What follows belongs to an exercise in optimizing a design on an open flow for small area and a short achievable clock period; a production flow would make more cautious choices. Function was checked by simulation only, so behaviour that the tests miss may differ from the original. Power and IR drop assume default switching activity.

==> flow/design.v <==
`timescale 1ns/1ps
module register #(
    parameter NUM_STAGES = 2,
    parameter DATA_WIDTH = 2,
    parameter USE_RESET  = 1
)(
    input  wire                  CLK,
    input  wire                  RESET,
    input  wire [DATA_WIDTH-1:0] DIN,
    output wire [DATA_WIDTH-1:0] DOUT
);
genvar i;
generate
if (NUM_STAGES == 0)
begin : pass
    assign DOUT = DIN;
end
else
begin : stages
    reg [NUM_STAGES*DATA_WIDTH-1:0] din_delay;
    for (i=0; i<NUM_STAGES; i=i+1)
    begin : REGISTER_STAGES
        wire [DATA_WIDTH-1:0] prev;
        if (i == 0) begin : first
            assign prev = DIN;
        end else begin : rest
            assign prev = din_delay[(i-1)*DATA_WIDTH+:DATA_WIDTH];
        end
        always @(posedge CLK)
        begin
            if (USE_RESET && RESET)
                din_delay[i*DATA_WIDTH+:DATA_WIDTH] <= 0;
            else
                din_delay[i*DATA_WIDTH+:DATA_WIDTH] <= prev;
        end
    end
    assign DOUT = din_delay[(NUM_STAGES-1)*DATA_WIDTH+:DATA_WIDTH];
end
endgenerate
endmodule
`timescale 1ns/1ps
module macc (
  input  wire                 clk,
  input  wire                 reset,
  input  wire                 enable,
  input  wire                 clear,
  input  wire [ 2 : 0 ]       op_code,
  input  wire [ 15 : 0 ]      op_0,
  input  wire [ 15 : 0 ]      op_1,
  input  wire [ 15 : 0 ]      op_add,
  output wire [ 15 : 0 ]      out
);
  reg  [15:0] a1;
  reg  [7:0] neg1, one1, two1;
  reg  [15:0] add1;
  reg  [1:0] mode1;
  reg  en1, clr1;
  wire [15:0] b = op_code[0] ? op_0 : op_1;
  wire [16:0] bx = {b, 1'b0};
  wire [7:0] neg0, one0, two0;
  genvar g;
  generate for (g = 0; g < 8; g = g + 1) begin : booth
    assign neg0[g] = bx[2*g+2];
    assign one0[g] = bx[2*g+1] ^ bx[2*g];
    assign two0[g] = (bx[2*g+2] & ~bx[2*g+1] & ~bx[2*g]) | (~bx[2*g+2] & bx[2*g+1] & bx[2*g]);
  end endgenerate
  always @(posedge clk) begin
    a1    <= op_0;
    neg1  <= neg0;
    one1  <= one0;
    two1  <= two0;
    add1  <= (op_code[2:1] == 2'b10) ? op_add : 16'd0;
    mode1 <= op_code[2:1];
    en1   <= enable && !reset;
    clr1  <= clear;
  end
  wire pp0_0;
  wire pp0_1;
  wire pp0_2;
  wire pp0_3;
  wire pp0_4;
  wire pp0_5;
  wire pp0_6;
  wire pp0_7;
  wire pp0_8;
  wire pp0_9;
  wire pp0_10;
  wire pp0_11;
  wire pp0_12;
  wire pp0_13;
  wire pp0_14;
  wire pp0_15;
  wire pp1_0;
  wire pp1_1;
  wire pp1_2;
  wire pp1_3;
  wire pp1_4;
  wire pp1_5;
  wire pp1_6;
  wire pp1_7;
  wire pp1_8;
  wire pp1_9;
  wire pp1_10;
  wire pp1_11;
  wire pp1_12;
  wire pp1_13;
  wire pp2_0;
  wire pp2_1;
  wire pp2_2;
  wire pp2_3;
  wire pp2_4;
  wire pp2_5;
  wire pp2_6;
  wire pp2_7;
  wire pp2_8;
  wire pp2_9;
  wire pp2_10;
  wire pp2_11;
  wire pp3_0;
  wire pp3_1;
  wire pp3_2;
  wire pp3_3;
  wire pp3_4;
  wire pp3_5;
  wire pp3_6;
  wire pp3_7;
  wire pp3_8;
  wire pp3_9;
  wire pp4_0;
  wire pp4_1;
  wire pp4_2;
  wire pp4_3;
  wire pp4_4;
  wire pp4_5;
  wire pp4_6;
  wire pp4_7;
  wire pp5_0;
  wire pp5_1;
  wire pp5_2;
  wire pp5_3;
  wire pp5_4;
  wire pp5_5;
  wire pp6_0;
  wire pp6_1;
  wire pp6_2;
  wire pp6_3;
  wire pp7_0;
  wire pp7_1;
  wire t2s1;
  wire t2c2;
  wire t2s3;
  wire t2c4;
  wire t2s5;
  wire t2c6;
  wire t2s7;
  wire t2c8;
  wire t2s9;
  wire t2c10;
  wire t2s11;
  wire t2c12;
  wire t2s13;
  wire t2c14;
  wire t2s15;
  wire t2c16;
  wire t2s17;
  wire t2c18;
  wire t2s19;
  wire t2c20;
  wire t2s21;
  wire t2c22;
  wire t2s23;
  wire t2c24;
  wire t2s25;
  wire t2c26;
  wire t2s27;
  wire t2c28;
  wire t2s29;
  wire t2c30;
  wire t2s31;
  wire t2c32;
  wire t2s33;
  wire t2c34;
  wire t2s35;
  wire t2c36;
  wire t2s37;
  wire t2c38;
  wire t2s39;
  wire t2c40;
  wire t2s41;
  wire t2c42;
  wire t2s43;
  wire t2c44;
  wire t2s45;
  wire t2c46;
  wire t2s47;
  wire t2c48;
  wire t2s49;
  wire t2c50;
  wire t2s51;
  wire t2c52;
  wire t2s53;
  wire t2c54;
  wire t2s55;
  wire t2c56;
  wire t2s57;
  wire t2c58;
  wire t2s59;
  wire t2c60;
  wire t2s61;
  wire t2c62;
  wire t2s63;
  wire t2c64;
  wire t2s65;
  wire t2c66;
  wire t2s67;
  wire t2c68;
  wire t2s69;
  wire t2c70;
  wire t2s71;
  wire t2c72;
  wire t2s73;
  wire t2c74;
  wire t2s75;
  wire t2c76;
  wire t2s77;
  wire t2c78;
  wire t2s79;
  wire t2c80;
  wire t2s81;
  wire t2c82;
  wire t2s83;
  wire t2c84;
  wire t2s85;
  wire t2c86;
  wire t2s87;
  wire t2c88;
  wire t2s89;
  wire t2c90;
  wire t2x91;
  wire t2x92;
  wire t2x93;
  wire t2x94;
  wire t2x95;
  wire t2x96;
  wire t2x97;
  wire t2x98;
  wire t2x99;
  wire t2x100;
  wire t2x101;
  assign pp0_0 = (one1[0] & a1[0]) ^ neg1[0];
  assign pp0_1 = ((one1[0] & a1[1]) | (two1[0] & a1[0])) ^ neg1[0];
  assign pp0_2 = ((one1[0] & a1[2]) | (two1[0] & a1[1])) ^ neg1[0];
  assign pp0_3 = ((one1[0] & a1[3]) | (two1[0] & a1[2])) ^ neg1[0];
  assign pp0_4 = ((one1[0] & a1[4]) | (two1[0] & a1[3])) ^ neg1[0];
  assign pp0_5 = ((one1[0] & a1[5]) | (two1[0] & a1[4])) ^ neg1[0];
  assign pp0_6 = ((one1[0] & a1[6]) | (two1[0] & a1[5])) ^ neg1[0];
  assign pp0_7 = ((one1[0] & a1[7]) | (two1[0] & a1[6])) ^ neg1[0];
  assign pp0_8 = ((one1[0] & a1[8]) | (two1[0] & a1[7])) ^ neg1[0];
  assign pp0_9 = ((one1[0] & a1[9]) | (two1[0] & a1[8])) ^ neg1[0];
  assign pp0_10 = ((one1[0] & a1[10]) | (two1[0] & a1[9])) ^ neg1[0];
  assign pp0_11 = ((one1[0] & a1[11]) | (two1[0] & a1[10])) ^ neg1[0];
  assign pp0_12 = ((one1[0] & a1[12]) | (two1[0] & a1[11])) ^ neg1[0];
  assign pp0_13 = ((one1[0] & a1[13]) | (two1[0] & a1[12])) ^ neg1[0];
  assign pp0_14 = ((one1[0] & a1[14]) | (two1[0] & a1[13])) ^ neg1[0];
  assign pp0_15 = ((one1[0] & a1[15]) | (two1[0] & a1[14])) ^ neg1[0];
  assign pp1_0 = (one1[1] & a1[0]) ^ neg1[1];
  assign pp1_1 = ((one1[1] & a1[1]) | (two1[1] & a1[0])) ^ neg1[1];
  assign pp1_2 = ((one1[1] & a1[2]) | (two1[1] & a1[1])) ^ neg1[1];
  assign pp1_3 = ((one1[1] & a1[3]) | (two1[1] & a1[2])) ^ neg1[1];
  assign pp1_4 = ((one1[1] & a1[4]) | (two1[1] & a1[3])) ^ neg1[1];
  assign pp1_5 = ((one1[1] & a1[5]) | (two1[1] & a1[4])) ^ neg1[1];
  assign pp1_6 = ((one1[1] & a1[6]) | (two1[1] & a1[5])) ^ neg1[1];
  assign pp1_7 = ((one1[1] & a1[7]) | (two1[1] & a1[6])) ^ neg1[1];
  assign pp1_8 = ((one1[1] & a1[8]) | (two1[1] & a1[7])) ^ neg1[1];
  assign pp1_9 = ((one1[1] & a1[9]) | (two1[1] & a1[8])) ^ neg1[1];
  assign pp1_10 = ((one1[1] & a1[10]) | (two1[1] & a1[9])) ^ neg1[1];
  assign pp1_11 = ((one1[1] & a1[11]) | (two1[1] & a1[10])) ^ neg1[1];
  assign pp1_12 = ((one1[1] & a1[12]) | (two1[1] & a1[11])) ^ neg1[1];
  assign pp1_13 = ((one1[1] & a1[13]) | (two1[1] & a1[12])) ^ neg1[1];
  assign pp2_0 = (one1[2] & a1[0]) ^ neg1[2];
  assign pp2_1 = ((one1[2] & a1[1]) | (two1[2] & a1[0])) ^ neg1[2];
  assign pp2_2 = ((one1[2] & a1[2]) | (two1[2] & a1[1])) ^ neg1[2];
  assign pp2_3 = ((one1[2] & a1[3]) | (two1[2] & a1[2])) ^ neg1[2];
  assign pp2_4 = ((one1[2] & a1[4]) | (two1[2] & a1[3])) ^ neg1[2];
  assign pp2_5 = ((one1[2] & a1[5]) | (two1[2] & a1[4])) ^ neg1[2];
  assign pp2_6 = ((one1[2] & a1[6]) | (two1[2] & a1[5])) ^ neg1[2];
  assign pp2_7 = ((one1[2] & a1[7]) | (two1[2] & a1[6])) ^ neg1[2];
  assign pp2_8 = ((one1[2] & a1[8]) | (two1[2] & a1[7])) ^ neg1[2];
  assign pp2_9 = ((one1[2] & a1[9]) | (two1[2] & a1[8])) ^ neg1[2];
  assign pp2_10 = ((one1[2] & a1[10]) | (two1[2] & a1[9])) ^ neg1[2];
  assign pp2_11 = ((one1[2] & a1[11]) | (two1[2] & a1[10])) ^ neg1[2];
  assign pp3_0 = (one1[3] & a1[0]) ^ neg1[3];
  assign pp3_1 = ((one1[3] & a1[1]) | (two1[3] & a1[0])) ^ neg1[3];
  assign pp3_2 = ((one1[3] & a1[2]) | (two1[3] & a1[1])) ^ neg1[3];
  assign pp3_3 = ((one1[3] & a1[3]) | (two1[3] & a1[2])) ^ neg1[3];
  assign pp3_4 = ((one1[3] & a1[4]) | (two1[3] & a1[3])) ^ neg1[3];
  assign pp3_5 = ((one1[3] & a1[5]) | (two1[3] & a1[4])) ^ neg1[3];
  assign pp3_6 = ((one1[3] & a1[6]) | (two1[3] & a1[5])) ^ neg1[3];
  assign pp3_7 = ((one1[3] & a1[7]) | (two1[3] & a1[6])) ^ neg1[3];
  assign pp3_8 = ((one1[3] & a1[8]) | (two1[3] & a1[7])) ^ neg1[3];
  assign pp3_9 = ((one1[3] & a1[9]) | (two1[3] & a1[8])) ^ neg1[3];
  assign pp4_0 = (one1[4] & a1[0]) ^ neg1[4];
  assign pp4_1 = ((one1[4] & a1[1]) | (two1[4] & a1[0])) ^ neg1[4];
  assign pp4_2 = ((one1[4] & a1[2]) | (two1[4] & a1[1])) ^ neg1[4];
  assign pp4_3 = ((one1[4] & a1[3]) | (two1[4] & a1[2])) ^ neg1[4];
  assign pp4_4 = ((one1[4] & a1[4]) | (two1[4] & a1[3])) ^ neg1[4];
  assign pp4_5 = ((one1[4] & a1[5]) | (two1[4] & a1[4])) ^ neg1[4];
  assign pp4_6 = ((one1[4] & a1[6]) | (two1[4] & a1[5])) ^ neg1[4];
  assign pp4_7 = ((one1[4] & a1[7]) | (two1[4] & a1[6])) ^ neg1[4];
  assign pp5_0 = (one1[5] & a1[0]) ^ neg1[5];
  assign pp5_1 = ((one1[5] & a1[1]) | (two1[5] & a1[0])) ^ neg1[5];
  assign pp5_2 = ((one1[5] & a1[2]) | (two1[5] & a1[1])) ^ neg1[5];
  assign pp5_3 = ((one1[5] & a1[3]) | (two1[5] & a1[2])) ^ neg1[5];
  assign pp5_4 = ((one1[5] & a1[4]) | (two1[5] & a1[3])) ^ neg1[5];
  assign pp5_5 = ((one1[5] & a1[5]) | (two1[5] & a1[4])) ^ neg1[5];
  assign pp6_0 = (one1[6] & a1[0]) ^ neg1[6];
  assign pp6_1 = ((one1[6] & a1[1]) | (two1[6] & a1[0])) ^ neg1[6];
  assign pp6_2 = ((one1[6] & a1[2]) | (two1[6] & a1[1])) ^ neg1[6];
  assign pp6_3 = ((one1[6] & a1[3]) | (two1[6] & a1[2])) ^ neg1[6];
  assign pp7_0 = (one1[7] & a1[0]) ^ neg1[7];
  assign pp7_1 = ((one1[7] & a1[1]) | (two1[7] & a1[0])) ^ neg1[7];
  assign t2s1 = add1[2] ^ neg1[1];
  assign t2c2 = add1[2] & neg1[1];
  assign t2s3 = add1[3] ^ t2c2;
  assign t2c4 = add1[3] & t2c2;
  assign t2s5 = add1[4] ^ neg1[2] ^ t2c4;
  assign t2c6 = (add1[4] & neg1[2]) | (add1[4] & t2c4) | (neg1[2] & t2c4);
  assign t2s7 = pp0_4 ^ pp1_2;
  assign t2c8 = pp0_4 & pp1_2;
  assign t2s9 = add1[5] ^ pp0_5 ^ pp1_3;
  assign t2c10 = (add1[5] & pp0_5) | (add1[5] & pp1_3) | (pp0_5 & pp1_3);
  assign t2s11 = pp2_1 ^ t2c8;
  assign t2c12 = pp2_1 & t2c8;
  assign t2s13 = add1[6] ^ neg1[3] ^ pp0_6;
  assign t2c14 = (add1[6] & neg1[3]) | (add1[6] & pp0_6) | (neg1[3] & pp0_6);
  assign t2s15 = pp1_4 ^ pp2_2 ^ pp3_0;
  assign t2c16 = (pp1_4 & pp2_2) | (pp1_4 & pp3_0) | (pp2_2 & pp3_0);
  assign t2s17 = t2c12 ^ t2c10;
  assign t2c18 = t2c12 & t2c10;
  assign t2s19 = add1[7] ^ pp0_7 ^ pp1_5;
  assign t2c20 = (add1[7] & pp0_7) | (add1[7] & pp1_5) | (pp0_7 & pp1_5);
  assign t2s21 = pp2_3 ^ pp3_1 ^ t2c14;
  assign t2c22 = (pp2_3 & pp3_1) | (pp2_3 & t2c14) | (pp3_1 & t2c14);
  assign t2s23 = t2c16 ^ t2s19;
  assign t2c24 = t2c16 & t2s19;
  assign t2s25 = add1[8] ^ neg1[4] ^ pp0_8;
  assign t2c26 = (add1[8] & neg1[4]) | (add1[8] & pp0_8) | (neg1[4] & pp0_8);
  assign t2s27 = pp1_6 ^ pp2_4 ^ pp3_2;
  assign t2c28 = (pp1_6 & pp2_4) | (pp1_6 & pp3_2) | (pp2_4 & pp3_2);
  assign t2s29 = pp4_0 ^ t2c20 ^ t2s25;
  assign t2c30 = (pp4_0 & t2c20) | (pp4_0 & t2s25) | (t2c20 & t2s25);
  assign t2s31 = t2s27 ^ t2c24;
  assign t2c32 = t2s27 & t2c24;
  assign t2s33 = add1[9] ^ pp0_9 ^ pp1_7;
  assign t2c34 = (add1[9] & pp0_9) | (add1[9] & pp1_7) | (pp0_9 & pp1_7);
  assign t2s35 = pp2_5 ^ pp3_3 ^ pp4_1;
  assign t2c36 = (pp2_5 & pp3_3) | (pp2_5 & pp4_1) | (pp3_3 & pp4_1);
  assign t2s37 = t2c26 ^ t2c28 ^ t2s33;
  assign t2c38 = (t2c26 & t2c28) | (t2c26 & t2s33) | (t2c28 & t2s33);
  assign t2s39 = t2s35 ^ t2c32;
  assign t2c40 = t2s35 & t2c32;
  assign t2s41 = add1[10] ^ neg1[5] ^ pp0_10;
  assign t2c42 = (add1[10] & neg1[5]) | (add1[10] & pp0_10) | (neg1[5] & pp0_10);
  assign t2s43 = pp1_8 ^ pp2_6 ^ pp3_4;
  assign t2c44 = (pp1_8 & pp2_6) | (pp1_8 & pp3_4) | (pp2_6 & pp3_4);
  assign t2s45 = pp4_2 ^ pp5_0 ^ t2c34;
  assign t2c46 = (pp4_2 & pp5_0) | (pp4_2 & t2c34) | (pp5_0 & t2c34);
  assign t2s47 = t2c36 ^ t2s41 ^ t2s43;
  assign t2c48 = (t2c36 & t2s41) | (t2c36 & t2s43) | (t2s41 & t2s43);
  assign t2s49 = t2c38 ^ t2s45;
  assign t2c50 = t2c38 & t2s45;
  assign t2s51 = pp0_11 ^ pp1_9 ^ pp2_7;
  assign t2c52 = (pp0_11 & pp1_9) | (pp0_11 & pp2_7) | (pp1_9 & pp2_7);
  assign t2s53 = pp3_5 ^ pp4_3 ^ pp5_1;
  assign t2c54 = (pp3_5 & pp4_3) | (pp3_5 & pp5_1) | (pp4_3 & pp5_1);
  assign t2s55 = t2c42 ^ t2c44 ^ t2s51;
  assign t2c56 = (t2c42 & t2c44) | (t2c42 & t2s51) | (t2c44 & t2s51);
  assign t2s57 = t2s53 ^ t2c46 ^ t2c48;
  assign t2c58 = (t2s53 & t2c46) | (t2s53 & t2c48) | (t2c46 & t2c48);
  assign t2s59 = neg1[6] ^ pp0_12 ^ pp1_10;
  assign t2c60 = (neg1[6] & pp0_12) | (neg1[6] & pp1_10) | (pp0_12 & pp1_10);
  assign t2s61 = pp2_8 ^ pp3_6 ^ pp4_4;
  assign t2c62 = (pp2_8 & pp3_6) | (pp2_8 & pp4_4) | (pp3_6 & pp4_4);
  assign t2s63 = pp5_2 ^ pp6_0 ^ t2c52;
  assign t2c64 = (pp5_2 & pp6_0) | (pp5_2 & t2c52) | (pp6_0 & t2c52);
  assign t2s65 = t2c54 ^ t2s59 ^ t2s61;
  assign t2c66 = (t2c54 & t2s59) | (t2c54 & t2s61) | (t2s59 & t2s61);
  assign t2s67 = t2c56 ^ t2s63;
  assign t2c68 = t2c56 & t2s63;
  assign t2s69 = pp0_13 ^ pp1_11 ^ pp2_9;
  assign t2c70 = (pp0_13 & pp1_11) | (pp0_13 & pp2_9) | (pp1_11 & pp2_9);
  assign t2s71 = pp3_7 ^ pp4_5 ^ pp5_3;
  assign t2c72 = (pp3_7 & pp4_5) | (pp3_7 & pp5_3) | (pp4_5 & pp5_3);
  assign t2s73 = pp6_1 ^ t2c60 ^ t2c62;
  assign t2c74 = (pp6_1 & t2c60) | (pp6_1 & t2c62) | (t2c60 & t2c62);
  assign t2s75 = t2s69 ^ t2s71 ^ t2c64;
  assign t2c76 = (t2s69 & t2s71) | (t2s69 & t2c64) | (t2s71 & t2c64);
  assign t2s77 = t2c66 ^ t2s73;
  assign t2c78 = t2c66 & t2s73;
  assign t2s79 = neg1[7] ^ pp0_14 ^ pp1_12;
  assign t2c80 = (neg1[7] & pp0_14) | (neg1[7] & pp1_12) | (pp0_14 & pp1_12);
  assign t2s81 = pp2_10 ^ pp3_8 ^ pp4_6;
  assign t2c82 = (pp2_10 & pp3_8) | (pp2_10 & pp4_6) | (pp3_8 & pp4_6);
  assign t2s83 = pp5_4 ^ pp6_2 ^ pp7_0;
  assign t2c84 = (pp5_4 & pp6_2) | (pp5_4 & pp7_0) | (pp6_2 & pp7_0);
  assign t2s85 = t2c70 ^ t2c72 ^ t2s79;
  assign t2c86 = (t2c70 & t2c72) | (t2c70 & t2s79) | (t2c72 & t2s79);
  assign t2s87 = t2s81 ^ t2s83 ^ t2c74;
  assign t2c88 = (t2s81 & t2s83) | (t2s81 & t2c74) | (t2s83 & t2c74);
  assign t2s89 = t2s85 ^ t2c78;
  assign t2c90 = t2s85 & t2c78;
  assign t2x91 = pp0_15 ^ pp1_13;
  assign t2x92 = pp2_11 ^ pp3_9;
  assign t2x93 = pp4_7 ^ pp5_5;
  assign t2x94 = pp6_3 ^ pp7_1;
  assign t2x95 = t2x91 ^ t2x92;
  assign t2x96 = t2x93 ^ t2x94;
  assign t2x97 = t2x95 ^ t2x96;
  assign t2x98 = t2c80 ^ t2c82;
  assign t2x99 = t2c84 ^ t2x97;
  assign t2x100 = t2x98 ^ t2x99;
  assign t2x101 = t2c86 ^ t2x100;
  reg  p2_0_0;
  reg  p2_0_1;
  reg  p2_0_2;
  reg  p2_1_0;
  reg  p2_1_1;
  reg  p2_2_0;
  reg  p2_2_1;
  reg  p2_2_2;
  reg  p2_3_0;
  reg  p2_3_1;
  reg  p2_3_2;
  reg  p2_4_0;
  reg  p2_4_1;
  reg  p2_4_2;
  reg  p2_5_0;
  reg  p2_5_1;
  reg  p2_5_2;
  reg  p2_6_0;
  reg  p2_6_1;
  reg  p2_6_2;
  reg  p2_7_0;
  reg  p2_7_1;
  reg  p2_7_2;
  reg  p2_8_0;
  reg  p2_8_1;
  reg  p2_8_2;
  reg  p2_9_0;
  reg  p2_9_1;
  reg  p2_9_2;
  reg  p2_10_0;
  reg  p2_10_1;
  reg  p2_10_2;
  reg  p2_11_0;
  reg  p2_11_1;
  reg  p2_11_2;
  reg  p2_12_0;
  reg  p2_12_1;
  reg  p2_12_2;
  reg  p2_13_0;
  reg  p2_13_1;
  reg  p2_13_2;
  reg  p2_14_0;
  reg  p2_14_1;
  reg  p2_14_2;
  reg  p2_15_0;
  reg  p2_15_1;
  reg  p2_15_2;
  reg  [1:0] mode2;
  reg  en2, clr2;
  reg  [15:11] add2;
  always @(posedge clk) begin
    p2_0_0 <= add1[0];
    p2_0_1 <= neg1[0];
    p2_0_2 <= pp0_0;
    p2_1_0 <= add1[1];
    p2_1_1 <= pp0_1;
    p2_2_0 <= t2s1;
    p2_2_1 <= pp0_2;
    p2_2_2 <= pp1_0;
    p2_3_0 <= pp0_3;
    p2_3_1 <= pp1_1;
    p2_3_2 <= t2s3;
    p2_4_0 <= pp2_0;
    p2_4_1 <= t2s7;
    p2_4_2 <= t2s5;
    p2_5_0 <= t2c6;
    p2_5_1 <= t2s11;
    p2_5_2 <= t2s9;
    p2_6_0 <= t2s13;
    p2_6_1 <= t2s15;
    p2_6_2 <= t2s17;
    p2_7_0 <= t2c18;
    p2_7_1 <= t2s23;
    p2_7_2 <= t2s21;
    p2_8_0 <= t2c22;
    p2_8_1 <= t2s29;
    p2_8_2 <= t2s31;
    p2_9_0 <= t2c30;
    p2_9_1 <= t2s37;
    p2_9_2 <= t2s39;
    p2_10_0 <= t2s47;
    p2_10_1 <= t2c40;
    p2_10_2 <= t2s49;
    p2_11_0 <= t2s55;
    p2_11_1 <= t2c50;
    p2_11_2 <= t2s57;
    p2_12_0 <= t2s65;
    p2_12_1 <= t2s67;
    p2_12_2 <= t2c58;
    p2_13_0 <= t2c68;
    p2_13_1 <= t2s77;
    p2_13_2 <= t2s75;
    p2_14_0 <= t2c76;
    p2_14_1 <= t2s87;
    p2_14_2 <= t2s89;
    p2_15_0 <= t2x101;
    p2_15_1 <= t2c88;
    p2_15_2 <= t2c90;
    add2  <= add1[15:11];
    mode2 <= mode1;
    en2   <= en1;
    clr2  <= clr1;
  end
  reg  [15:0] accs, accc;
  wire [15:0] dadd_s = mode2[0] ? accs : {add2, 11'd0};
  wire [15:0] dadd_c = mode2[0] ? accc : 16'd0;
  wire t3s102;
  wire t3c103;
  wire t3s104;
  wire t3c105;
  wire t3s106;
  wire t3c107;
  wire t3s108;
  wire t3c109;
  wire t3s110;
  wire t3c111;
  wire t3s112;
  wire t3c113;
  wire t3s114;
  wire t3c115;
  wire t3s116;
  wire t3c117;
  wire t3s118;
  wire t3c119;
  wire t3s120;
  wire t3c121;
  wire t3s122;
  wire t3c123;
  wire t3s124;
  wire t3c125;
  wire t3s126;
  wire t3c127;
  wire t3s128;
  wire t3c129;
  wire t3s130;
  wire t3c131;
  wire t3s132;
  wire t3c133;
  wire t3s134;
  wire t3c135;
  wire t3s136;
  wire t3c137;
  wire t3s138;
  wire t3c139;
  wire t3s140;
  wire t3c141;
  wire t3s142;
  wire t3c143;
  wire t3s144;
  wire t3c145;
  wire t3s146;
  wire t3c147;
  wire t3s148;
  wire t3c149;
  wire t3s150;
  wire t3c151;
  wire t3s152;
  wire t3c153;
  wire t3s154;
  wire t3c155;
  wire t3s156;
  wire t3c157;
  wire t3s158;
  wire t3c159;
  wire t3s160;
  wire t3c161;
  wire t3s162;
  wire t3c163;
  wire t3s164;
  wire t3c165;
  wire t3s166;
  wire t3c167;
  wire t3s168;
  wire t3c169;
  wire t3s170;
  wire t3c171;
  wire t3s172;
  wire t3c173;
  wire t3s174;
  wire t3c175;
  wire t3s176;
  wire t3c177;
  wire t3s178;
  wire t3c179;
  wire t3s180;
  wire t3c181;
  wire t3s182;
  wire t3c183;
  wire t3s184;
  wire t3c185;
  wire t3s186;
  wire t3c187;
  wire t3x188;
  wire t3x189;
  wire t3x190;
  wire t3x191;
  wire t3x192;
  wire t3x193;
  assign t3s102 = p2_0_0 ^ p2_0_1 ^ p2_0_2;
  assign t3c103 = (p2_0_0 & p2_0_1) | (p2_0_0 & p2_0_2) | (p2_0_1 & p2_0_2);
  assign t3s104 = dadd_c[0] ^ dadd_s[0];
  assign t3c105 = dadd_c[0] & dadd_s[0];
  assign t3s106 = p2_1_0 ^ p2_1_1 ^ dadd_c[1];
  assign t3c107 = (p2_1_0 & p2_1_1) | (p2_1_0 & dadd_c[1]) | (p2_1_1 & dadd_c[1]);
  assign t3s108 = dadd_s[1] ^ t3c103 ^ t3c105;
  assign t3c109 = (dadd_s[1] & t3c103) | (dadd_s[1] & t3c105) | (t3c103 & t3c105);
  assign t3s110 = p2_2_0 ^ p2_2_1 ^ p2_2_2;
  assign t3c111 = (p2_2_0 & p2_2_1) | (p2_2_0 & p2_2_2) | (p2_2_1 & p2_2_2);
  assign t3s112 = dadd_c[2] ^ dadd_s[2] ^ t3s110;
  assign t3c113 = (dadd_c[2] & dadd_s[2]) | (dadd_c[2] & t3s110) | (dadd_s[2] & t3s110);
  assign t3s114 = t3c107 ^ t3c109;
  assign t3c115 = t3c107 & t3c109;
  assign t3s116 = p2_3_0 ^ p2_3_1 ^ p2_3_2;
  assign t3c117 = (p2_3_0 & p2_3_1) | (p2_3_0 & p2_3_2) | (p2_3_1 & p2_3_2);
  assign t3s118 = dadd_c[3] ^ dadd_s[3] ^ t3c111;
  assign t3c119 = (dadd_c[3] & dadd_s[3]) | (dadd_c[3] & t3c111) | (dadd_s[3] & t3c111);
  assign t3s120 = t3s116 ^ t3c113 ^ t3s118;
  assign t3c121 = (t3s116 & t3c113) | (t3s116 & t3s118) | (t3c113 & t3s118);
  assign t3s122 = p2_4_0 ^ p2_4_1 ^ p2_4_2;
  assign t3c123 = (p2_4_0 & p2_4_1) | (p2_4_0 & p2_4_2) | (p2_4_1 & p2_4_2);
  assign t3s124 = dadd_c[4] ^ dadd_s[4] ^ t3c117;
  assign t3c125 = (dadd_c[4] & dadd_s[4]) | (dadd_c[4] & t3c117) | (dadd_s[4] & t3c117);
  assign t3s126 = t3s122 ^ t3c119 ^ t3s124;
  assign t3c127 = (t3s122 & t3c119) | (t3s122 & t3s124) | (t3c119 & t3s124);
  assign t3s128 = p2_5_0 ^ p2_5_1 ^ p2_5_2;
  assign t3c129 = (p2_5_0 & p2_5_1) | (p2_5_0 & p2_5_2) | (p2_5_1 & p2_5_2);
  assign t3s130 = dadd_c[5] ^ dadd_s[5] ^ t3c123;
  assign t3c131 = (dadd_c[5] & dadd_s[5]) | (dadd_c[5] & t3c123) | (dadd_s[5] & t3c123);
  assign t3s132 = t3s128 ^ t3c125 ^ t3s130;
  assign t3c133 = (t3s128 & t3c125) | (t3s128 & t3s130) | (t3c125 & t3s130);
  assign t3s134 = p2_6_0 ^ p2_6_1 ^ p2_6_2;
  assign t3c135 = (p2_6_0 & p2_6_1) | (p2_6_0 & p2_6_2) | (p2_6_1 & p2_6_2);
  assign t3s136 = dadd_c[6] ^ dadd_s[6] ^ t3c129;
  assign t3c137 = (dadd_c[6] & dadd_s[6]) | (dadd_c[6] & t3c129) | (dadd_s[6] & t3c129);
  assign t3s138 = t3s134 ^ t3c131 ^ t3s136;
  assign t3c139 = (t3s134 & t3c131) | (t3s134 & t3s136) | (t3c131 & t3s136);
  assign t3s140 = p2_7_0 ^ p2_7_1 ^ p2_7_2;
  assign t3c141 = (p2_7_0 & p2_7_1) | (p2_7_0 & p2_7_2) | (p2_7_1 & p2_7_2);
  assign t3s142 = dadd_c[7] ^ dadd_s[7] ^ t3c135;
  assign t3c143 = (dadd_c[7] & dadd_s[7]) | (dadd_c[7] & t3c135) | (dadd_s[7] & t3c135);
  assign t3s144 = t3s140 ^ t3c137 ^ t3s142;
  assign t3c145 = (t3s140 & t3c137) | (t3s140 & t3s142) | (t3c137 & t3s142);
  assign t3s146 = p2_8_0 ^ p2_8_1 ^ p2_8_2;
  assign t3c147 = (p2_8_0 & p2_8_1) | (p2_8_0 & p2_8_2) | (p2_8_1 & p2_8_2);
  assign t3s148 = dadd_c[8] ^ dadd_s[8] ^ t3c141;
  assign t3c149 = (dadd_c[8] & dadd_s[8]) | (dadd_c[8] & t3c141) | (dadd_s[8] & t3c141);
  assign t3s150 = t3s146 ^ t3c143 ^ t3s148;
  assign t3c151 = (t3s146 & t3c143) | (t3s146 & t3s148) | (t3c143 & t3s148);
  assign t3s152 = p2_9_0 ^ p2_9_1 ^ p2_9_2;
  assign t3c153 = (p2_9_0 & p2_9_1) | (p2_9_0 & p2_9_2) | (p2_9_1 & p2_9_2);
  assign t3s154 = dadd_c[9] ^ dadd_s[9] ^ t3c147;
  assign t3c155 = (dadd_c[9] & dadd_s[9]) | (dadd_c[9] & t3c147) | (dadd_s[9] & t3c147);
  assign t3s156 = t3s152 ^ t3c149 ^ t3s154;
  assign t3c157 = (t3s152 & t3c149) | (t3s152 & t3s154) | (t3c149 & t3s154);
  assign t3s158 = p2_10_0 ^ p2_10_1 ^ p2_10_2;
  assign t3c159 = (p2_10_0 & p2_10_1) | (p2_10_0 & p2_10_2) | (p2_10_1 & p2_10_2);
  assign t3s160 = dadd_c[10] ^ dadd_s[10] ^ t3c153;
  assign t3c161 = (dadd_c[10] & dadd_s[10]) | (dadd_c[10] & t3c153) | (dadd_s[10] & t3c153);
  assign t3s162 = t3s158 ^ t3c155 ^ t3s160;
  assign t3c163 = (t3s158 & t3c155) | (t3s158 & t3s160) | (t3c155 & t3s160);
  assign t3s164 = p2_11_0 ^ p2_11_1 ^ p2_11_2;
  assign t3c165 = (p2_11_0 & p2_11_1) | (p2_11_0 & p2_11_2) | (p2_11_1 & p2_11_2);
  assign t3s166 = dadd_c[11] ^ dadd_s[11] ^ t3c159;
  assign t3c167 = (dadd_c[11] & dadd_s[11]) | (dadd_c[11] & t3c159) | (dadd_s[11] & t3c159);
  assign t3s168 = t3s164 ^ t3c161 ^ t3s166;
  assign t3c169 = (t3s164 & t3c161) | (t3s164 & t3s166) | (t3c161 & t3s166);
  assign t3s170 = p2_12_0 ^ p2_12_1 ^ p2_12_2;
  assign t3c171 = (p2_12_0 & p2_12_1) | (p2_12_0 & p2_12_2) | (p2_12_1 & p2_12_2);
  assign t3s172 = dadd_c[12] ^ dadd_s[12] ^ t3c165;
  assign t3c173 = (dadd_c[12] & dadd_s[12]) | (dadd_c[12] & t3c165) | (dadd_s[12] & t3c165);
  assign t3s174 = t3s170 ^ t3c167 ^ t3s172;
  assign t3c175 = (t3s170 & t3c167) | (t3s170 & t3s172) | (t3c167 & t3s172);
  assign t3s176 = p2_13_0 ^ p2_13_1 ^ p2_13_2;
  assign t3c177 = (p2_13_0 & p2_13_1) | (p2_13_0 & p2_13_2) | (p2_13_1 & p2_13_2);
  assign t3s178 = dadd_c[13] ^ dadd_s[13] ^ t3c171;
  assign t3c179 = (dadd_c[13] & dadd_s[13]) | (dadd_c[13] & t3c171) | (dadd_s[13] & t3c171);
  assign t3s180 = t3s176 ^ t3c173 ^ t3s178;
  assign t3c181 = (t3s176 & t3c173) | (t3s176 & t3s178) | (t3c173 & t3s178);
  assign t3s182 = p2_14_0 ^ p2_14_1 ^ p2_14_2;
  assign t3c183 = (p2_14_0 & p2_14_1) | (p2_14_0 & p2_14_2) | (p2_14_1 & p2_14_2);
  assign t3s184 = dadd_c[14] ^ dadd_s[14] ^ t3c177;
  assign t3c185 = (dadd_c[14] & dadd_s[14]) | (dadd_c[14] & t3c177) | (dadd_s[14] & t3c177);
  assign t3s186 = t3s182 ^ t3c179 ^ t3s184;
  assign t3c187 = (t3s182 & t3c179) | (t3s182 & t3s184) | (t3c179 & t3s184);
  assign t3x188 = p2_15_0 ^ p2_15_1;
  assign t3x189 = p2_15_2 ^ t3x188;
  assign t3x190 = dadd_c[15] ^ dadd_s[15];
  assign t3x191 = t3x189 ^ t3c183;
  assign t3x192 = t3x190 ^ t3x191;
  assign t3x193 = t3x192 ^ t3c185;
  wire [15:0] rx = {t3x193, t3c181, t3c175, t3c169, t3c163, t3c157, t3c151, t3c145, t3c139, t3c133, t3c127, t3c121, t3c115, t3s112, t3s106, t3s102};
  wire [15:0] ry = {t3c187, t3s186, t3s180, t3s174, t3s168, t3s162, t3s156, t3s150, t3s144, t3s138, t3s132, t3s126, t3s120, t3s114, t3s108, t3s104};
  always @(posedge clk) begin
    if (reset || clr2) begin
      accs <= 16'd0;
      accc <= 16'd0;
    end else if (en2) begin
      accs <= rx;
      accc <= ry;
    end
  end
  assign out = accs + accc;
endmodule
module ram
#(
  parameter integer DATA_WIDTH    = 16,
  parameter integer ADDR_WIDTH    = 5
)
(
  input  wire                         clk,
  input  wire                         reset,
  input  wire                         s_read_req,
  input  wire [ ADDR_WIDTH  -1 : 0 ]  s_read_addr,
  output reg  [ DATA_WIDTH  -1 : 0 ]  s_read_data,
  input  wire                         s_write_req,
  input  wire [ ADDR_WIDTH  -1 : 0 ]  s_write_addr,
  input  wire [ DATA_WIDTH  -1 : 0 ]  s_write_data
);
  reg  [ DATA_WIDTH -1 : 0 ] mem [ 0 : (1<<ADDR_WIDTH)-1 ];
  reg  [ ADDR_WIDTH -1 : 0 ] rd_addr;
  reg  [ ADDR_WIDTH -1 : 0 ] wr_addr;
  reg  [ DATA_WIDTH -1 : 0 ] wr_data;
  reg                        rd_addr_v;
  reg                        wr_addr_v;
  always @(posedge clk) begin
    rd_addr_v <= s_read_req && !reset;
    wr_addr_v <= s_write_req && !reset;
    rd_addr   <= s_read_addr;
    wr_addr   <= s_write_addr;
    wr_data   <= s_write_data;
  end
  always @(posedge clk)
    if (wr_addr_v)
      mem[wr_addr] <= wr_data;
  reg  [ DATA_WIDTH -1 : 0 ] rd_mux;
  integer k;
  always @(*) begin
    rd_mux = {DATA_WIDTH{1'b0}};
    for (k = 0; k < (1<<ADDR_WIDTH); k = k + 1)
      rd_mux = rd_mux | (mem[k] & {DATA_WIDTH{rd_addr == k}});
  end
  always @(posedge clk)
    if (reset)
      s_read_data <= 0;
    else if (rd_addr_v)
      s_read_data <= rd_mux;
endmodule
`timescale 1ns/1ps
module fifo
#(
    parameter   DATA_WIDTH          = 16,
    parameter   ADDR_WIDTH          = 4,
    parameter   RAM_DEPTH           = (1 << ADDR_WIDTH)
)(
    input  wire                         clk,
    input  wire                         reset,
    input  wire                         push,
    input  wire                         pop,
    input  wire [ DATA_WIDTH -1 : 0 ]   data_in,
    output reg  [ DATA_WIDTH -1 : 0 ]   data_out
);
reg     [ADDR_WIDTH  :0]        wr_pointer;
reg     [ADDR_WIDTH  :0]        rd_pointer;
reg     [DATA_WIDTH-1:0]        mem[0:RAM_DEPTH-1];
wire empty = (wr_pointer == rd_pointer);
wire full  = (wr_pointer == {~rd_pointer[ADDR_WIDTH], rd_pointer[ADDR_WIDTH-1:0]});
wire do_push = push && !full;
wire do_pop  = pop && !empty;
always @ (posedge clk)
begin
  if (reset)
    wr_pointer <= 0;
  else if (do_push)
    wr_pointer <= wr_pointer + 1;
end
always @ (posedge clk)
begin
  if (reset)
    rd_pointer <= 0;
  else if (do_pop)
    rd_pointer <= rd_pointer + 1;
end
always @ (posedge clk)
  if (do_push)
    mem[wr_pointer[ADDR_WIDTH-1:0]] <= data_in;
reg [DATA_WIDTH-1:0] rd_mux;
integer k;
always @(*) begin
  rd_mux = {DATA_WIDTH{1'b0}};
  for (k = 0; k < RAM_DEPTH; k = k + 1)
    rd_mux = rd_mux | (mem[k] & {DATA_WIDTH{rd_pointer[ADDR_WIDTH-1:0] == k}});
end
always @ (posedge clk)
  if (do_pop)
    data_out <= rd_mux;
endmodule
module activation #(
  parameter OP_WIDTH  = 16
) (
  input  wire                                         clk,
  input  wire                                         enable,
  input  wire        [ OP_WIDTH           -1 : 0 ]    in,
  output wire        [ OP_WIDTH           -1 : 0 ]    out
);
reg [OP_WIDTH-1:0] activation_data;
wire signed [OP_WIDTH-1:0] in_s = in;
always @(posedge clk)
  if (enable)
    activation_data <= (in_s > 0) ? in : {OP_WIDTH{1'b0}};
  else
    activation_data <= in;
assign out = activation_data;
endmodule
`timescale 1ns/1ps
module PE #(
  parameter integer PE_BUF_ADDR_WIDTH   = 5,
  parameter integer OP_WIDTH            = 16,
  parameter integer ACC_WIDTH           = 16,
  parameter         LAYER_NORM          = "NO"
)
(
  input  wire                                         clk,
  input  wire                                         reset,
  input  wire                                         mask,
  input  wire  [ 10+2*PE_BUF_ADDR_WIDTH -1 : 0 ]      ctrl,
  input  wire                                         src_2_sel,
  input  wire  [ OP_WIDTH             -1 : 0 ]        read_data_0,
  input  wire  [ OP_WIDTH             -1 : 0 ]        read_data_1,
  input  wire  [ OP_WIDTH             -1 : 0 ]        read_data_2,
  output wire  [ OP_WIDTH             -1 : 0 ]        lrn_center,
  output wire  [ OP_WIDTH             -1 : 0 ]        write_data,
  output wire  [ OP_WIDTH             -1 : 0 ]        pe_buffer_read_data,
  input  wire                                         pe_neuron_read_req,
  input  wire  [ OP_WIDTH             -1 : 0 ]        pe_neuron_write_data,
  input  wire                                         pe_neuron_write_req,
  input  wire  [ PE_BUF_ADDR_WIDTH    -1 : 0 ]        pe_neuron_write_addr,
  output wire                                         write_valid
);
  localparam integer OP_CODE_WIDTH  = 3;
  wire [ OP_WIDTH           -1 : 0 ]  pe_buffer_write_data;
  wire [ OP_WIDTH           -1 : 0 ]  pe_buffer_read_data_d;
  wire                                src_2_sel_dd;
  wire                                _pe_buffer_write_req;
  wire                                pe_buffer_write_req;
  wire                                pe_buffer_read_req;
  wire                                _pe_buffer_read_req;
  wire                                flush, flush_d;
  wire                                enable;
  wire [ OP_CODE_WIDTH      -1 : 0 ]  op_code;
  wire [ PE_BUF_ADDR_WIDTH  -1 : 0 ]  buf_rd_addr;
  wire [ PE_BUF_ADDR_WIDTH  -1 : 0 ]  _buf_wr_addr;
  wire [ PE_BUF_ADDR_WIDTH  -1 : 0 ]  buf_wr_addr;
  wire [ OP_WIDTH           -1 : 0 ]  conv_out;
  wire                                norm_fifo_push;
  wire                                norm_fifo_pop;
  wire [ OP_WIDTH           -1 : 0 ]  macc_out;
  assign {norm_fifo_push, norm_fifo_pop,
    buf_rd_addr, _buf_wr_addr,
    flush, write_valid, _pe_buffer_write_req, _pe_buffer_read_req, enable, op_code} = ctrl;
  assign pe_buffer_read_req  = _pe_buffer_read_req || pe_neuron_read_req;
  assign pe_buffer_write_req = _pe_buffer_write_req || pe_neuron_write_req;
  assign buf_wr_addr = pe_neuron_write_req ? pe_neuron_write_addr : _buf_wr_addr;
  wire [OP_WIDTH-1:0] macc_op_add = src_2_sel_dd == 0 ?
    read_data_2 : pe_buffer_read_data;
  assign conv_out = !flush_d ? macc_out : pe_buffer_read_data_d;
  register #(.NUM_STAGES(2), .DATA_WIDTH(1)) src_2_delay (
    .CLK(clk), .RESET(reset), .DIN(src_2_sel), .DOUT(src_2_sel_dd));
  register #(.NUM_STAGES(3), .DATA_WIDTH(1)) macc_en_delay (
    .CLK(clk), .RESET(reset), .DIN(flush), .DOUT(flush_d));
  register #(.NUM_STAGES(3), .DATA_WIDTH(OP_WIDTH), .USE_RESET(0)) fifo_out_delay (
    .CLK(clk), .RESET(reset), .DIN(pe_buffer_read_data), .DOUT(pe_buffer_read_data_d));
  macc MACC_pe (
    .clk      ( clk                 ),
    .reset    ( reset               ),
    .enable   ( enable && mask      ),
    .clear    ( !mask               ),
    .op_code  ( op_code             ),
    .op_0     ( read_data_0         ),
    .op_1     ( read_data_1         ),
    .op_add   ( macc_op_add         ),
    .out      ( macc_out            )
  );
  assign pe_buffer_write_data = pe_neuron_write_req ? pe_neuron_write_data : conv_out;
  ram #(
    .DATA_WIDTH               ( OP_WIDTH                 ),
    .ADDR_WIDTH               ( PE_BUF_ADDR_WIDTH        )
  ) pe_buffer (
    .clk                      ( clk                      ),
    .reset                    ( reset                    ),
    .s_write_req              ( pe_buffer_write_req      ),
    .s_write_data             ( pe_buffer_write_data     ),
    .s_write_addr             ( buf_wr_addr              ),
    .s_read_req               ( pe_buffer_read_req       ),
    .s_read_data              ( pe_buffer_read_data      ),
    .s_read_addr              ( buf_rd_addr              )
  );
  activation #(
    .OP_WIDTH                 ( OP_WIDTH                 )
  ) ReLU (
    .clk                      ( clk                      ),
    .enable                   ( 1'b0                     ),
    .in                       ( conv_out                 ),
    .out                      ( write_data               )
  );
  fifo #(
    .DATA_WIDTH               ( OP_WIDTH                 ),
    .ADDR_WIDTH               ( 4                        )
  ) norm_fifo (
    .clk                      ( clk                      ),
    .reset                    ( reset                    ),
    .push                     ( norm_fifo_push           ),
    .pop                      ( norm_fifo_pop            ),
    .data_in                  ( read_data_0              ),
    .data_out                 ( lrn_center               )
  );
endmodule
==> flow/flow/run.sh <==
#!/bin/bash
set -e
export BUFFER_PORTS_ARGS="-buffer_cell sky130_fd_sc_hd__buf_1"
export CTS_ARGS="-sink_clustering_enable -repair_clock_nets -sink_clustering_size 28 -sink_clustering_max_diameter 80 -dont_use_dummy_load"
bash standard.sh > standard.log 2>&1
==> flow/standard.sh <==
#!/bin/bash
# synth_recipe.tcl (not shown) runs the flow's synth.tcl, then flattens the netlist and writes it again
# the make line also repeats each setting of config.mk as NAME=value (left out here)
make -C /OpenROAD-flow-scripts/flow DESIGN_CONFIG=/design/flow/config.mk WORK_HOME=/design/flow/orfs CLKGATE_MAP_FILE= SYNTH_SCRIPT=/design/flow/synth_recipe.tcl "${@:-finish}"
==> flow/config.mk <==
export PLATFORM = sky130hd
export DESIGN_NAME = PE
export DESIGN_NICKNAME = PE
export VERILOG_FILES = /design/flow/design.v
export SDC_FILE = /design/flow/constraint.sdc
export NUM_CORES = 4
export LEC_CHECK = 0
export ABC_CLOCK_PERIOD_IN_PS = 2800
export CAP_MARGIN = 20
export CORE_MARGIN = 2
export CORE_UTILIZATION = 60
export SETUP_SLACK_MARGIN = 4.0
export SLEW_MARGIN = 20
==> flow/constraint.sdc <==
create_clock -name core_clock -period 6.5 [get_ports {clk}]
set_input_delay 1.3000 -clock core_clock [delete_from_list [all_inputs] [get_ports {clk}]]
set_output_delay 1.3000 -clock core_clock [all_outputs]
set_load 0.01 [all_outputs]
==> impl_metrics.json <==
{
  "outcome": "complete, no violations",
  "hold_slack_ps": 316.1,
  "grt_remaining_overflow": 0,
  "clock_sinks": 1053,
  "worstMarginPinSlew_ps": 1186,
  "worstSetupStartpointType": "input pin",
  "crit_start": "ctrl[6]",
  "syn-num-nets": 2892,
  "synth-seq-area-share": 0.7115,
  "synth_top_cell_by_area": "edfxtp_1",
  "dp.cells": 3626,
  "fp.dieH_um": 264.3,
  "rr_worst_depth": 9,
  "timing.max_cap.violations": 0,
  "skew_ps": 56.34,
  "cp.depth": 0,
  "nNetsFinal": 3081,
  "antenna_found_initial": 5,
  "grtUsageTotal": 0.3470,
  "slew_headroom": 0.2092,
  "switchingPower_mw": 3.335,
  "via_count": 24740,
  "syn_inst": 2685,
  "wl_per_cell_um": 32.46,
  "synth.area.top_cells": "edfxtp_1, dfxtp_1, a22oi_1",
  "worstPathArrival_ps": 1300,
  "syn_area_per_cell_um2": 15.14,
  "period_minus_slack_ps": 2600,
  "io_buffers": 141,
  "core_area_mm2": 0.06716,
  "layout.cells.non_filler": 3747,
  "rsz0062_at_grt": "yes",
  "cts_tree": "done",
  "ys.flop_type": "edfxtp_1",
  "crit_fanout": 1,
  "cp.required_ps": 5200,
  "clk_path_buf_depth": 3,
  "synth_cell_types": 76,
  "async_flop_share": 0,
  "grt_max_degree": 40,
  "row_count": 95,
  "ys.warnings.count": 7,
  "hold_class": "reg -> reg",
  "initial_utilization": 0.6054,
  "combPwrFrac": 0.144,
  "stdcell_area_mm2": 0.04491,
  "cp-endpoint": "write_valid",
  "ys_seq_elements": 1053,
  "rr_endpoint": "MACC_pe.p2_15_0$_DFF_P_",
  "fmax_ghz": 0.3846,
  "drt_iter0_markers": 3348,
  "finish.utilization": 0.6688,
  "p_seq_frac": 0.605,
  "ir_worst_vdd_mv": 0.2894,
  "drive_gt1_frac": 0.1476,
  "gp_congestion": 0.9113,
  "firstDrtPassIters": 8,
  "clkTransAtPathRegs_ps": 90,
  "multi_input_area_mm2": 0.01115,
  "p_clk_frac": 0.251,
  "vias_per_cell": 6.603,
  "power-per-cell-area_mw_per_mm2": 288.1,
  "grt_pass1_vias": 24130,
  "yosys.cell_count.top_type": "edfxtp_1",
  "hold_viol": 0,
  "reg2reg_setup_slack_ps": 4040,
  "p_sw_frac": 0.2577,
  "final_antenna_net_count": 0,
  "p_leak_nw": 15.24,
  "r2r-start": "MACC_pe.a1[11]$_DFF_P_",
  "cts_made_buffers": 46,
  "synth_common_cells": "edfxtp_1, a22oi_1, dfxtp_1, nor2_1, nand2_1",
  "syn_area_mm2": 0.04066,
  "cts-root-buf": "clkbuf_16",
  "grt_pass1_wl_um": 171700,
  "finalSetupTns_ps": 0,
  "htree_levels": 2,
  "wl_um": 121600,
  "drv_slew": 0,
  "drc_errors": 0,
  "yosysTopAreaCellShare": 0.5790,
  "setup_viol": 0,
  "power.internal_mw": 9.603,
  "worst-setup-path-type": "in -> out",
  "fillCellCount": 4746,
  "die_x_um": 264.3,
  "finalCritPeriodShare": 0.4000,
  "syn2layout_area_growth_pct": 10.47,
  "synth_edf_count": 784,
  "die-area_mm2": 0.06986,
  "cp-end-kind": "primary output",
  "clock_latency_ps": 650,
  "dp_hpwl_um": 72840,
  "post_dp_cell_area_mm2": 0.04239,
  "seq_area_mm2": 0.02906,
  "ios": 144
}
==> per-layer routing <==
layer	global-route usage	part of all wire
met1	0.4592	0.38
met4	0.1330	0.043
met3	0.05723	0.092
met2	0.5812	0.49
met5	0	0
==> worst min path at each step <==
stage / from / end / slack (ps) / cells past startpoint
6_report: fifo_out_delay.stages.din_delay[23]$_DFF_P_ / fifo_out_delay.stages.din_delay[39]$_DFF_P_ / 320 / 0
5_1_grt: MACC_pe.clr1$_DFF_P_ / MACC_pe.clr2$_DFF_P_ / 330 / 0
4_1_cts: MACC_pe.clr1$_DFF_P_ / MACC_pe.clr2$_DFF_P_ / 320 / 0
3_5_place_dp: MACC_pe.en1$_DFF_P_ / MACC_pe.en2$_DFF_P_ / 310 / 0
3_3_place_gp: MACC_pe.mode1[0]$_DFF_P_ / MACC_pe.mode2[0]$_DFF_P_ / 310 / 0
2_1_floorplan: MACC_pe.add1[11]$_SDFF_PP0_ / MACC_pe.add2[11]$_DFF_P_ / 310 / 0
==> power by group through the flow <==
stage	Clock (mW)	Combinational, mW	Sequential (mW)
after global routing	3.45	2.08	7.86
after global placement	0	1.74	7.98
final	3.24	1.87	7.83
after CTS	3.25	1.85	7.83
after floorplan	0	1.20	7.86
after detailed placement	0	1.78	7.98
==> through the flow <==
step / total power, mW / setup WS, ps
finish: 12.94 / 3900
global route: 13.39 / 3900
CTS: 12.93 / 3845
detailed placement: 9.764 / 3273
global placement: 9.718 / 3267
floorplan: 9.059 / 3687
==> cell type report <==
cell class                 count  share of cell area
antenna                        2           0.0001114
clock buffer                  46             0.02563
inverter                     131             0.01098
multi-input combinational   1367              0.2483
sequential                  1053              0.6471
tap                          873             0.02432
timing repair buffer         275             0.04362
==> cells in the final DEF (no fill, tap or decap), drive strengths merged, types with 10 or more instances in the layout <==
| cell type | netlist | final |
|---|---|---|
| a211oi | 15 | 15 |
| o21ai | 32 | 32 |
| mux2i | 73 | 73 |
| a21oi | 31 | 31 |
| and2 | 18 | 18 |
| buf | 59 | 259 |
| xnor2 | 80 | 80 |
| a22o | 48 | 48 |
| clkbuf | 75 | 62 |
| mux2 | 25 | 25 |
| nor4 | 10 | 10 |
| dfxtp | 269 | 269 |
| ha | 37 | 37 |
| nor3 | 16 | 16 |
| xor2 | 41 | 41 |
| nand4 | 44 | 44 |
| nand3 | 28 | 28 |
| nand3b | 11 | 11 |
| edfxtp | 784 | 784 |
| inv | 130 | 130 |
| nand2b | 11 | 11 |
| and3 | 13 | 13 |
| nand2 | 139 | 139 |
| a222oi | 22 | 22 |
| fa | 75 | 75 |
| nor2 | 176 | 176 |
| a221oi | 40 | 40 |
| a22oi | 294 | 294 |
==> logic make-up (layout without fill, tap and decap cells) <==
logic type | Yosys count | count (layout) | synth area share
xor+xnor | 122 | 122 | 0.02662
buf+inv | 265 | 452 | 0.02717
fa+ha+maj | 112 | 112 | 0.04832
simple gates | 498 | 498 | 0.06072
mux | 99 | 99 | 0.02545
compound gates | 536 | 536 | 0.1002
flops | 1053 | 1053 | 0.7115
other cells | 0 | 2 | 0
==> repair_timing <==
| item | 4_1_cts | 5_1_grt |
|---|---|---|
| pin swaps | 21 | 10 |
| hold buffers | 0 | 0 |
| buffers inserted | 61 | 11 |
| gates resized for setup | 129 | 55 |
| setup endpoints to repair | 319 | 144 |
==> state kept, by name (all words and copies together), names as in the netlist, 8 cells and up <==
register and cells:
MACC_pe.a1 16, MACC_pe.accc 16, MACC_pe.accs 16, MACC_pe.add1 16
MACC_pe.neg1 8, MACC_pe.one1 8, MACC_pe.two1 8, ReLU.activation_data 16
fifo_out_delay.stages.din_delay 48, norm_fifo.data_out 16, norm_fifo.mem 256, pe_buffer.mem 512
pe_buffer.s_read_data 16, pe_buffer.wr_data 16

-- re-timing with driven ports --
Ports are ideal in the flow. The routed layout listed here was re-timed in OpenROAD.
Step 1 sets driving cells, clkbuf_16 on the clock port and buf_2 on the other inputs (assumed; they add their load-dependent delay and slew).
Step 2 moves the port delays by t, midway between the first and last clock arrival at a register: inputs arrive t later, outputs are due t later. That takes back most of the time a late clock gives input paths.
Slacks: ideal ports / drivers / drivers and shift; pairs: ideal ports / drivers.
shift t [ns]: 0.686
slack for setup (ns): 3.900 / 3.859 / 3.461
worst hold slack (ns): 0.316 / 0.316 / 0.316
worst slew at a driven data input, ns: 0.06
After both steps this run still meets setup and hold. The setup slack of this run moves by -0.041 ns with the drivers and by -0.439 ns with both steps.
